Source: an optimization exercise on an open RTL-to-GDS flow (aim: small area, a short achievable clock period and few clock cycles). Production flows keep margins and buffers that such runs may drop.

## v6
==> flow/design.v (excerpt) <==
module ariscv #(
   parameter NBW_ACLK      = 6,
   parameter NBW_INST      = 32,
   parameter NBW_REGISTER  = 32,
   parameter NBW_ADDR      = 5,
   parameter NBW_PC        = 32
)(
   input  logic                        clk,
   input  logic                        rst_async_n,
   input  logic [NBW_INST-1:0]         i_inst,
   output logic [NBW_PC-1:0]           o_pc,
   output logic [NBW_REGISTER-1:0]     o_writeData,
   output logic [NBW_REGISTER-1:0]     o_writeAddr,
   output logic                        o_memWrite,
   output logic [2:0]                  o_writeWidth,
   input  logic [NBW_REGISTER-1:0]     i_readData
);
Settings: LEC_CHECK=0, CAP_MARGIN=35, CORE_MARGIN=2, CORE_UTILIZATION=40, SLEW_MARGIN=35; clock period 11.0 ns.
standard.sh (not shown) runs the stock make flow with config.mk's settings and CLKGATE_MAP_FILE= SYNTH_SCRIPT=/design/flow/synth_recipe.tcl, a recipe that flattens the netlist after the stock synthesis.
==> flow/flow/run.sh <==
#!/bin/bash
# The standard layout (standard.sh: its synthesis and ORFS steps, its SDC),
# with these changes to how the layout is made:
#  - the resizer is asked for more setup slack than the 11 ns clock needs;
#  - no gate cloning in timing repair (clones added after the last design
#    repair could leave slew violations);
#  - CTS without dummy loads, and with smaller clock buffers;
#  - ports buffered with buf_2 instead of the default delay buffer.
# ORFS writes each step's log under orfs/logs/; make's output goes to flow.log.
set -o pipefail
bash standard.sh SETUP_SLACK_MARGIN=7 SKIP_GATE_CLONING=1 \
  "CTS_ARGS=-sink_clustering_enable -repair_clock_nets -dont_use_dummy_load -buf_list {sky130_fd_sc_hd__clkbuf_4 sky130_fd_sc_hd__clkbuf_8}" \
  "BUFFER_PORTS_ARGS=-buffer_cell sky130_fd_sc_hd__buf_2" \
  finish > flow.log 2>&1
Here is what was changed in the inputs of v7 compared with v6.
diff --git a/flow/design.v b/flow/design.v
--- a/flow/design.v
+++ b/flow/design.v
@@ -11,26 +11,26 @@
    input  logic         i_sel_and,
    input  logic         i_sel_lt,
    input  logic         i_sel_ltu,
    input  logic         i_sel_b,
    output logic [31:0]  o_result,
    output logic [31:0]  o_sum,
    output logic         o_lt,
    output logic         o_ltu,
-   output logic         o_eq         
+   output logic         o_eq
 );
    logic [32:0] sum;
    logic [31:0] shin, shl, shr, x;
-   add_sk #(.W(32)) uu_add (.i_a(i_a), .i_b(i_b), .i_cin(i_sub), .o_sum(sum[31:0]), .o_cout(sum[32]));
+   add_sk #(.W(32)) uu_add (.i_a(i_a), .i_b(i_b ^ {32{i_sub}}), .i_cin(i_sub), .o_sum(sum[31:0]), .o_cout(sum[32]));
    assign o_sum = sum[31:0];
    assign o_ltu = ~sum[32];
-   assign o_lt  = (i_a[31] ^ ~i_b[31]) ? i_a[31] : sum[31];
+   assign o_lt  = (i_a[31] ^ i_b[31]) ? i_a[31] : sum[31];
    assign x     = i_a ^ i_b;
-   assign o_eq  = &x;
+   assign o_eq  = ~|x;
    always_comb begin
       for (int i = 0; i < 32; i++) shin[i] = i_left ? i_a[31-i] : i_a[i];
    end
    assign shr = 32'($signed({i_arith & i_a[31], shin}) >>> i_b[4:0]);
    always_comb begin
       for (int i = 0; i < 32; i++) shl[i] = shr[31-i];
    end
    assign o_result = ({32{i_sel_sum}} & sum[31:0])
@@ -112,26 +112,27 @@
    localparam logic [4:0] OP_LOAD = 5'b00000, OP_STORE = 5'b01000, OP_BRANCH = 5'b11000,
                           OP_JALR = 5'b11001, OP_JAL   = 5'b11011, OP_OPIMM  = 5'b00100,
                           OP_OP   = 5'b01100, OP_AUIPC = 5'b00101, OP_LUI    = 5'b01101;
    logic          x_redirect;
    logic [11:2]   x_target;
    logic          d_replay;
    logic [11:2]   pc_q;
    logic [4:0]    f_op;
-   logic          f_jal, f_br, f_pred, f_auipc;
+   logic          f_jal, f_br, f_pred, f_auipc, f_rs2;
    logic [11:2]   f_tj, f_tb, f_target;
    logic [12:2]   f_pc4;
    logic [12:2]   f_alt;
    assign o_pc = {20'd0, pc_q, 2'b00};
    assign f_op    = i_inst[6:2];
    assign f_jal   = (f_op == OP_JAL);
    assign f_br    = (f_op == OP_BRANCH) & (i_inst[31] | i_inst[12]);
    assign f_pred  = f_jal | f_br;
    assign f_auipc = (f_op == OP_AUIPC);
+   assign f_rs2   = (f_op == OP_OP) | (f_op == OP_BRANCH) | (f_op == OP_STORE);
    add_sk #(.W(10)) uu_tj (.i_a(pc_q), .i_b({i_inst[20], i_inst[30:22]}), .i_cin(1'b0), .o_sum(f_tj), .o_cout());
    add_sk #(.W(10)) uu_tb (.i_a(pc_q), .i_b({i_inst[7], i_inst[30:25], i_inst[11:9]}), .i_cin(1'b0), .o_sum(f_tb), .o_cout());
    assign f_target = f_jal ? f_tj : f_tb;
    assign f_pc4   = {1'b0, pc_q} + 11'd1;
    assign f_alt   = (f_auipc | (f_op == OP_LOAD) | (f_op == OP_STORE)) ? {1'b0, pc_q} : (f_pred | (f_op != OP_BRANCH)) ? f_pc4 : {1'b0, f_tb};
    always_ff @(posedge clk or negedge rst_async_n) begin
       if (!rst_async_n)    pc_q <= '0;
       else if (x_redirect) pc_q <= x_target;
@@ -150,30 +151,30 @@
    always_ff @(posedge clk or negedge rst_async_n) begin
       if (!rst_async_n)  d_valid <= 1'b0;
       else               d_valid <= ~x_redirect & ~d_replay;
    end
    always_ff @(posedge clk) begin
       d_ir   <= i_inst;
       d_pred <= f_pred;
       d_alt  <= f_alt;
-      d_useimm <= (f_op != OP_OP) & (f_op != OP_BRANCH) & (f_op != OP_STORE);
+      d_useimm <= ~f_rs2;
       d_mem    <= (f_op == OP_LOAD) | (f_op == OP_STORE);
       d_wen    <= (f_op != OP_STORE) & (f_op != OP_BRANCH) & (i_inst[11:7] != 5'd0);
       d_opx    <= (f_op == OP_OP) | (f_op == OP_OPIMM);
       d_load   <= (f_op == OP_LOAD);
       d_store  <= (f_op == OP_STORE);
       d_branch <= (f_op == OP_BRANCH);
       d_jalr   <= (f_op == OP_JALR);
       d_link   <= (f_op == OP_JAL) | (f_op == OP_JALR);
       d_upper  <= (f_op == OP_LUI) | (f_op == OP_AUIPC);
       d_immsel <= (f_op == OP_STORE) ? 2'd1 : (f_op == OP_LUI) ? 2'd2 : f_auipc ? 2'd3 : 2'd0;
       for (int i = 1; i < 32; i++) begin
          d_rs1_sel[i] <= (i_inst[19:15] == 5'(i));
-         d_rs2_sel[i] <= (i_inst[24:20] == 5'(i));
+         d_rs2_sel[i] <= (i_inst[24:20] == 5'(i)) & f_rs2;
       end
    end
    logic [2:0]    d_f3;
    logic [4:0]    d_rs1, d_rs2, d_rd;
    logic [31:0]   d_imm;
    logic [31:0]   d_rd1, d_rd2;
    assign d_f3  = d_ir[14:12];
    assign d_rs1 = d_ir[19:15];
@@ -220,17 +221,17 @@
    logic          x_pred;
    logic [12:2]   x_alt;
    always_ff @(posedge clk or negedge rst_async_n) begin
       if (!rst_async_n) x_valid <= 1'b0;
       else              x_valid <= d_valid & ~x_redirect & ~d_replay;
    end
    always_ff @(posedge clk) begin
       x_a       <= fwd_a ? x_result : d_rd1;
-      x_b       <= {32{d_sub}} ^ (fwd_b ? x_result : (d_useimm ? d_imm : d_rd2));
+      x_b       <= fwd_b ? x_result : (d_rd2 | ({32{d_useimm}} & d_imm));
       x_addr    <= d_addr;
       x_rd      <= d_rd;
       x_wen     <= d_wen;
       x_f3      <= d_f3;
       x_sub     <= d_sub;
       x_arith   <= d_ir[30];
       x_left    <= ~d_f3[2];
       x_sel_sum <= d_opx & (d_f3 == 3'd0);
[summary]
- Looking at met3 wire length across v6 and v7, the one that comes out higher is v6.
- In v7, the share of the cycle needed by the critical path after routing came out 6.8 points above the value in v6.
- Re sequential share of layout area: v7 is 0.47 points up on v6.
- Going from v6 to v7, total detailed-routing wirelength shrank slightly.
- NOTE: via count in v7 falls short of that of v6
- For v6, the end point of the critical path was pc_q[2], unlike v7, where it was pc_q[7].
- Worst-path maximum fanout in v7 vs v6: up 3
No functional check of the RTL was part of any run of this note.

[static timing again, ports no longer ideal]
How much do the figures lean on ideal ports? The routed layouts below were timed once more, with nothing changed but the port constraints.
Step 1 assumes that a clkbuf_16 drives the clock port and a buf_2 every other input.
Step 2 adds t to the input delays and takes it off the output delays; t is the mean of the earliest and latest rising clock arrival at the registers after step 1. Input paths then give back, and output paths get back, about the clock's delay inside the block.
Three values: no drivers, after step 1, after step 2; two values: the first two.
run	shift t [ns]	setup slack, ns	worst hold slack (ns)	worst register clock-pin slew, ns
v6	0.960	6.928 / 6.928 / 6.250	0.325 / 0.325 / 0.325	0.07 / 0.07
v7	0.969	6.182 / 6.182 / 6.062	0.326 / 0.326 / 0.326	0.07 / 0.07
After both steps every run listed still meets setup and hold. The setup slack of v6, which loses most, moves by 0.000 ns with the drivers and by -0.678 ns with both steps.
